This is an optimization exercise on Yosys and OpenROAD, whose aim is small area, a short achievable clock period and few clock cycles per item, not a production implementation. Only simulation tests tie the RTL to the original design; equivalence was not proved.

==> inputs of trial 37 <==
Design bubbleSort, start of the top module:
module bubbleSort #(
    parameter SIZE_DATA = 16,
    parameter NUM_VALS  = 8
)(
    input  logic                         i_clk,
    input  logic                         i_rst_n,
    input  logic                         i_start,
    input  logic [NUM_VALS-1:0][SIZE_DATA-1:0]    i_data,
    output logic [NUM_VALS-1:0][SIZE_DATA-1:0]    o_data,
    output logic                         o_done
);
clock: 15.0 ns
lec_check: 0
abc_area: 1
cap_margin: 50
core_margin: 2
core_utilization: 40
slew_margin: 50
standard.sh (not shown) runs the stock make flow with config.mk's settings and CLKGATE_MAP_FILE= SYNTH_SCRIPT=/design/flow/synth_recipe.tcl, a recipe that flattens the netlist after the stock synthesis.
==> flow/flow/run.sh <==
#!/bin/bash
# Layout flow: the standard ORFS flow (standard.sh) with these changes:
#  - synthesis: if flow/cells_map.v exists, the design's gate-level leaf
#    modules (bs_*) are mapped onto the sky130hd cells of the same function
#    before the rest of synth_recipe.tcl runs; the remaining logic is mapped
#    with flow/abc.script instead of ORFS's abc_area.script. The register
#    mapping is unchanged.
#  - the make variables in flow/make_vars.txt (one VAR=value per line) are
#    added to the make command line, e.g. a larger SETUP_SLACK_MARGIN so
#    repair_timing sizes and buffers the critical paths.
# Each tool's log stays in orfs/logs/; the make output goes to standard_custom.log.
set -euo pipefail
HERE=$(pwd)
cp "$FLOW_HOME/scripts/synth.tcl" synth_abc.tcl
sed -i "s|^source \$::env(SCRIPTS_DIR)/synth_preamble.tcl|&\nset abc_args [lreplace \$abc_args 1 1 $HERE/flow/abc.script]|" synth_abc.tcl
if [[ -f flow/cells_map.v ]]; then
  sed -i "0,/^hierarchy -check -top \$::env(DESIGN_NAME)/s||&\ntechmap -map $HERE/flow/cells_map.v|" synth_abc.tcl
fi
sed "s|\$::env(SCRIPTS_DIR)/synth.tcl|$HERE/synth_abc.tcl|" synth_recipe.tcl > synth_recipe_abc.tcl
EXTRA=""
while IFS= read -r line; do
  [[ -z "$line" || "$line" == \#* ]] && continue
  EXTRA="$EXTRA '$line'"
done < flow/make_vars.txt
sed -e "s|SYNTH_SCRIPT=[^ ]*|SYNTH_SCRIPT=$HERE/synth_recipe_abc.tcl|" \
    -e "s|\"\${@:-finish}\"|$EXTRA &|" standard.sh > standard_custom.sh
bash standard_custom.sh "$@" > standard_custom.log 2>&1
==> flow/flow/cells_map.v <==
// Maps the design's gate-level leaf modules (bs_*) onto the sky130hd cells
// of the same function, drive strength 1.

module bs_inv (A, Y);
    input A;
    output Y;
    sky130_fd_sc_hd__inv_1 _TECHMAP_REPLACE_ (.A(A), .Y(Y));
endmodule

module bs_nand2 (A, B, Y);
    input A, B;
    output Y;
    sky130_fd_sc_hd__nand2_1 _TECHMAP_REPLACE_ (.A(A), .B(B), .Y(Y));
endmodule

module bs_nor2 (A, B, Y);
    input A, B;
    output Y;
    sky130_fd_sc_hd__nor2_1 _TECHMAP_REPLACE_ (.A(A), .B(B), .Y(Y));
endmodule

module bs_nand2b (A_N, B, Y);
    input A_N, B;
    output Y;
    sky130_fd_sc_hd__nand2b_1 _TECHMAP_REPLACE_ (.A_N(A_N), .B(B), .Y(Y));
endmodule

module bs_nor2b (A, B_N, Y);
    input A, B_N;
    output Y;
    sky130_fd_sc_hd__nor2b_1 _TECHMAP_REPLACE_ (.A(A), .B_N(B_N), .Y(Y));
endmodule

module bs_a21oi (A1, A2, B1, Y);
    input A1, A2, B1;
    output Y;
    sky130_fd_sc_hd__a21oi_1 _TECHMAP_REPLACE_ (.A1(A1), .A2(A2), .B1(B1), .Y(Y));
endmodule

module bs_o21ai (A1, A2, B1, Y);
    input A1, A2, B1;
    output Y;
    sky130_fd_sc_hd__o21ai_1 _TECHMAP_REPLACE_ (.A1(A1), .A2(A2), .B1(B1), .Y(Y));
endmodule

module bs_a21o (A1, A2, B1, X);
    input A1, A2, B1;
    output X;
    sky130_fd_sc_hd__a21o_1 _TECHMAP_REPLACE_ (.A1(A1), .A2(A2), .B1(B1), .X(X));
endmodule

module bs_o21a (A1, A2, B1, X);
    input A1, A2, B1;
    output X;
    sky130_fd_sc_hd__o21a_1 _TECHMAP_REPLACE_ (.A1(A1), .A2(A2), .B1(B1), .X(X));
endmodule

module bs_o22ai (A1, A2, B1, B2, Y);
    input A1, A2, B1, B2;
    output Y;
    sky130_fd_sc_hd__o22ai_1 _TECHMAP_REPLACE_ (.A1(A1), .A2(A2), .B1(B1), .B2(B2), .Y(Y));
endmodule

module bs_a22o (A1, A2, B1, B2, X);
    input A1, A2, B1, B2;
    output X;
    sky130_fd_sc_hd__a22o_1 _TECHMAP_REPLACE_ (.A1(A1), .A2(A2), .B1(B1), .B2(B2), .X(X));
endmodule

module bs_o2bb2ai (A1_N, A2_N, B1, B2, Y);
    input A1_N, A2_N, B1, B2;
    output Y;
    sky130_fd_sc_hd__o2bb2ai_1 _TECHMAP_REPLACE_ (.A1_N(A1_N), .A2_N(A2_N), .B1(B1), .B2(B2), .Y(Y));
endmodule
module bs_or2 (A, B, X);
    input A, B;
    output X;
    sky130_fd_sc_hd__or2_1 _TECHMAP_REPLACE_ (.A(A), .B(B), .X(X));
endmodule

module bs_a222oi (A1, A2, B1, B2, C1, C2, Y);
    input A1, A2, B1, B2, C1, C2;
    output Y;
    sky130_fd_sc_hd__a222oi_1 _TECHMAP_REPLACE_ (.A1(A1), .A2(A2), .B1(B1), .B2(B2), .C1(C1), .C2(C2), .Y(Y));
endmodule

module bs_nor3 (A, B, C, Y);
    input A, B, C;
    output Y;
    sky130_fd_sc_hd__nor3_1 _TECHMAP_REPLACE_ (.A(A), .B(B), .C(C), .Y(Y));
endmodule

module bs_nor4 (A, B, C, D, Y);
    input A, B, C, D;
    output Y;
    sky130_fd_sc_hd__nor4_1 _TECHMAP_REPLACE_ (.A(A), .B(B), .C(C), .D(D), .Y(Y));
endmodule
==> flow/flow/make_vars.txt <==
SETUP_SLACK_MARGIN=10.6
BUFFER_PORTS_ARGS=-buffer_cell sky130_fd_sc_hd__buf_1
CTS_ARGS=-sink_clustering_enable -repair_clock_nets -dont_use_dummy_load -buf_list {sky130_fd_sc_hd__clkbuf_8} -sink_clustering_size 20 -sink_clustering_max_diameter 60
SKIP_CTS_REPAIR_TIMING=1
Other scripts of this flow, unchanged in this note and not shown: flow/flow/abc.script
==> inputs of build 14, as changes to trial 37 <==
--- a/flow/flow/cells_map.v
+++ b/flow/flow/cells_map.v
@@ -74,24 +74 @@
 endmodule
-module bs_or2 (A, B, X);
-    input A, B;
-    output X;
-    sky130_fd_sc_hd__or2_1 _TECHMAP_REPLACE_ (.A(A), .B(B), .X(X));
-endmodule
-
-module bs_a222oi (A1, A2, B1, B2, C1, C2, Y);
-    input A1, A2, B1, B2, C1, C2;
-    output Y;
-    sky130_fd_sc_hd__a222oi_1 _TECHMAP_REPLACE_ (.A1(A1), .A2(A2), .B1(B1), .B2(B2), .C1(C1), .C2(C2), .Y(Y));
-endmodule
-
-module bs_nor3 (A, B, C, Y);
-    input A, B, C;
-    output Y;
-    sky130_fd_sc_hd__nor3_1 _TECHMAP_REPLACE_ (.A(A), .B(B), .C(C), .Y(Y));
-endmodule
-
-module bs_nor4 (A, B, C, D, Y);
-    input A, B, C, D;
-    output Y;
-    sky130_fd_sc_hd__nor4_1 _TECHMAP_REPLACE_ (.A(A), .B(B), .C(C), .D(D), .Y(Y));
-endmodule
==> flow/flow/make_vars.txt (replaced) <==
SETUP_SLACK_MARGIN=10.6
BUFFER_PORTS_ARGS=-buffer_cell sky130_fd_sc_hd__buf_1
CTS_ARGS=-sink_clustering_enable -repair_clock_nets -dont_use_dummy_load -buf_list {sky130_fd_sc_hd__clkbuf_8} -sink_clustering_size 20 -sink_clustering_max_diameter 60
Settings changed: CORE_UTILIZATION 40 to 55, PLACE_DENSITY from default to 0.7.
==> inputs of build 1, as changes to trial 37 <==
--- a/flow/flow/cells_map.v
+++ b/flow/flow/cells_map.v
@@ -74,24 +74 @@
 endmodule
-module bs_or2 (A, B, X);
-    input A, B;
-    output X;
-    sky130_fd_sc_hd__or2_1 _TECHMAP_REPLACE_ (.A(A), .B(B), .X(X));
-endmodule
-
-module bs_a222oi (A1, A2, B1, B2, C1, C2, Y);
-    input A1, A2, B1, B2, C1, C2;
-    output Y;
-    sky130_fd_sc_hd__a222oi_1 _TECHMAP_REPLACE_ (.A1(A1), .A2(A2), .B1(B1), .B2(B2), .C1(C1), .C2(C2), .Y(Y));
-endmodule
-
-module bs_nor3 (A, B, C, Y);
-    input A, B, C;
-    output Y;
-    sky130_fd_sc_hd__nor3_1 _TECHMAP_REPLACE_ (.A(A), .B(B), .C(C), .Y(Y));
-endmodule
-
-module bs_nor4 (A, B, C, D, Y);
-    input A, B, C, D;
-    output Y;
-    sky130_fd_sc_hd__nor4_1 _TECHMAP_REPLACE_ (.A(A), .B(B), .C(C), .D(D), .Y(Y));
-endmodule
==> flow/flow/make_vars.txt (replaced) <==
SETUP_SLACK_MARGIN=10.6
BUFFER_PORTS_ARGS=-buffer_cell sky130_fd_sc_hd__buf_2
==> inputs of trial 70, as changes to trial 37 <==
==> flow/flow/make_vars.txt (replaced) <==
SETUP_SLACK_MARGIN=10.6
BUFFER_PORTS_ARGS=-buffer_cell sky130_fd_sc_hd__buf_1
CTS_ARGS=-sink_clustering_enable -repair_clock_nets -dont_use_dummy_load -buf_list {sky130_fd_sc_hd__clkbuf_8} -sink_clustering_size 20 -sink_clustering_max_diameter 60
Settings changed: PLACE_DENSITY from default to 0.72.
==> summary of the runs <==
- The highest hold slack belongs to build 1, the lowest to trial 70.
- Build 14 completed with no timing, DRC or antenna violations. Trial 37 passed the timing, design-rule and antenna checks. Trial 70 passed the timing, design-rule and antenna checks. Build 1 went through all stages and came out clean.
- Sequential share of layout area, highest first: build 14, trial 37, trial 70, build 1.
- Via count, highest first: trial 70, build 14, build 1, trial 37.
- Between build 1 and trial 70, the lower global-route usage is in trial 70 (gap 0.84 points).
- Final area, lowest first: build 14, trial 37, trial 70, build 1.
==> figures <==
metric	build 1	trial 70	build 14	trial 37
DIE AREA	45260 µm²	45260 µm²	33130 µm²	45260 µm²
Tapcell Cnt	585	585	402	585
Number of buffers added by the clock tree synthesis step	43	29	28	29
Startpoint types	primary input	flop	flop	flop
Row cnt	76	76	65	76
Length in cells of the worst reg-to-reg path	20	18	19	19
Result of the run	no timing/DRC/antenna violations	no timing/DRC/antenna violations	no timing/DRC/antenna violations	no timing/DRC/antenna violations
Layout Cells excl Fill	3343	3297	3111	3295
Unrepaired setup endpoints after global routing	yes	yes	no	no
Startpoint of the most critical setup path	i_data[55]	r2_0[8]	r0_0[9]	r2_0[14]
Final std cell area, no fill	21410 µm²	20010 µm²	19820 µm²	20010 µm²
Final non-clock buffer share	7.049%	5.889%	5.984%	5.853%
Testbench counts of trial 37, summed over its fixed seeds: cycles 2,072, sets 2,048.
Testbench counts of build 14, summed over its fixed seeds: cycles 2,072, sets 2,048.
Testbench counts of build 1, summed over its fixed seeds: cycles 2,072, sets 2,048.
Testbench counts of trial 70, summed over its fixed seeds: cycles 2,072, sets 2,048.

## static timing again, ports no longer ideal
The results above use ideal ports. As a check the final layouts listed here were re-extracted and re-timed, cells and wires unchanged.
Step 1 (the two cells are an assumption about what drives the block):
set clk [get_ports {i_clk}]
set_driving_cell -lib_cell sky130_fd_sc_hd__clkbuf_16 $clk
set_driving_cell -lib_cell sky130_fd_sc_hd__buf_2 [delete_from_list [all_inputs] $clk]
Step 2, shift: input delay + t, output delay - t, t = (earliest + latest rising clock arrival at the registers) / 2. This alone moves slack from input paths to output paths.
a / b / c = no drivers / after step 1 / after step 2; a / b = the first two.
run | shift t [ns] | setup slack, ns | slew at the worst register clock pin (ns) | pins driven straight from the clock port
trial 37 | 0.670 | 10.774 / 10.721 / 10.151 | 0.11 / 0.11 | 1
build 14 | 0.639 | 10.764 / 10.764 / 10.182 | 0.11 / 0.11 | 1
build 1 | 0.615 | 10.797 / 10.832 / 10.218 | 0.06 / 0.06 | 1
trial 70 | 0.665 | 10.781 / 10.723 / 10.260 | 0.12 / 0.12 | 1
After both steps setup and hold are still met in every run listed. The setup slack of trial 37, which loses most, moves by -0.053 ns with the drivers and by -0.623 ns with both steps.
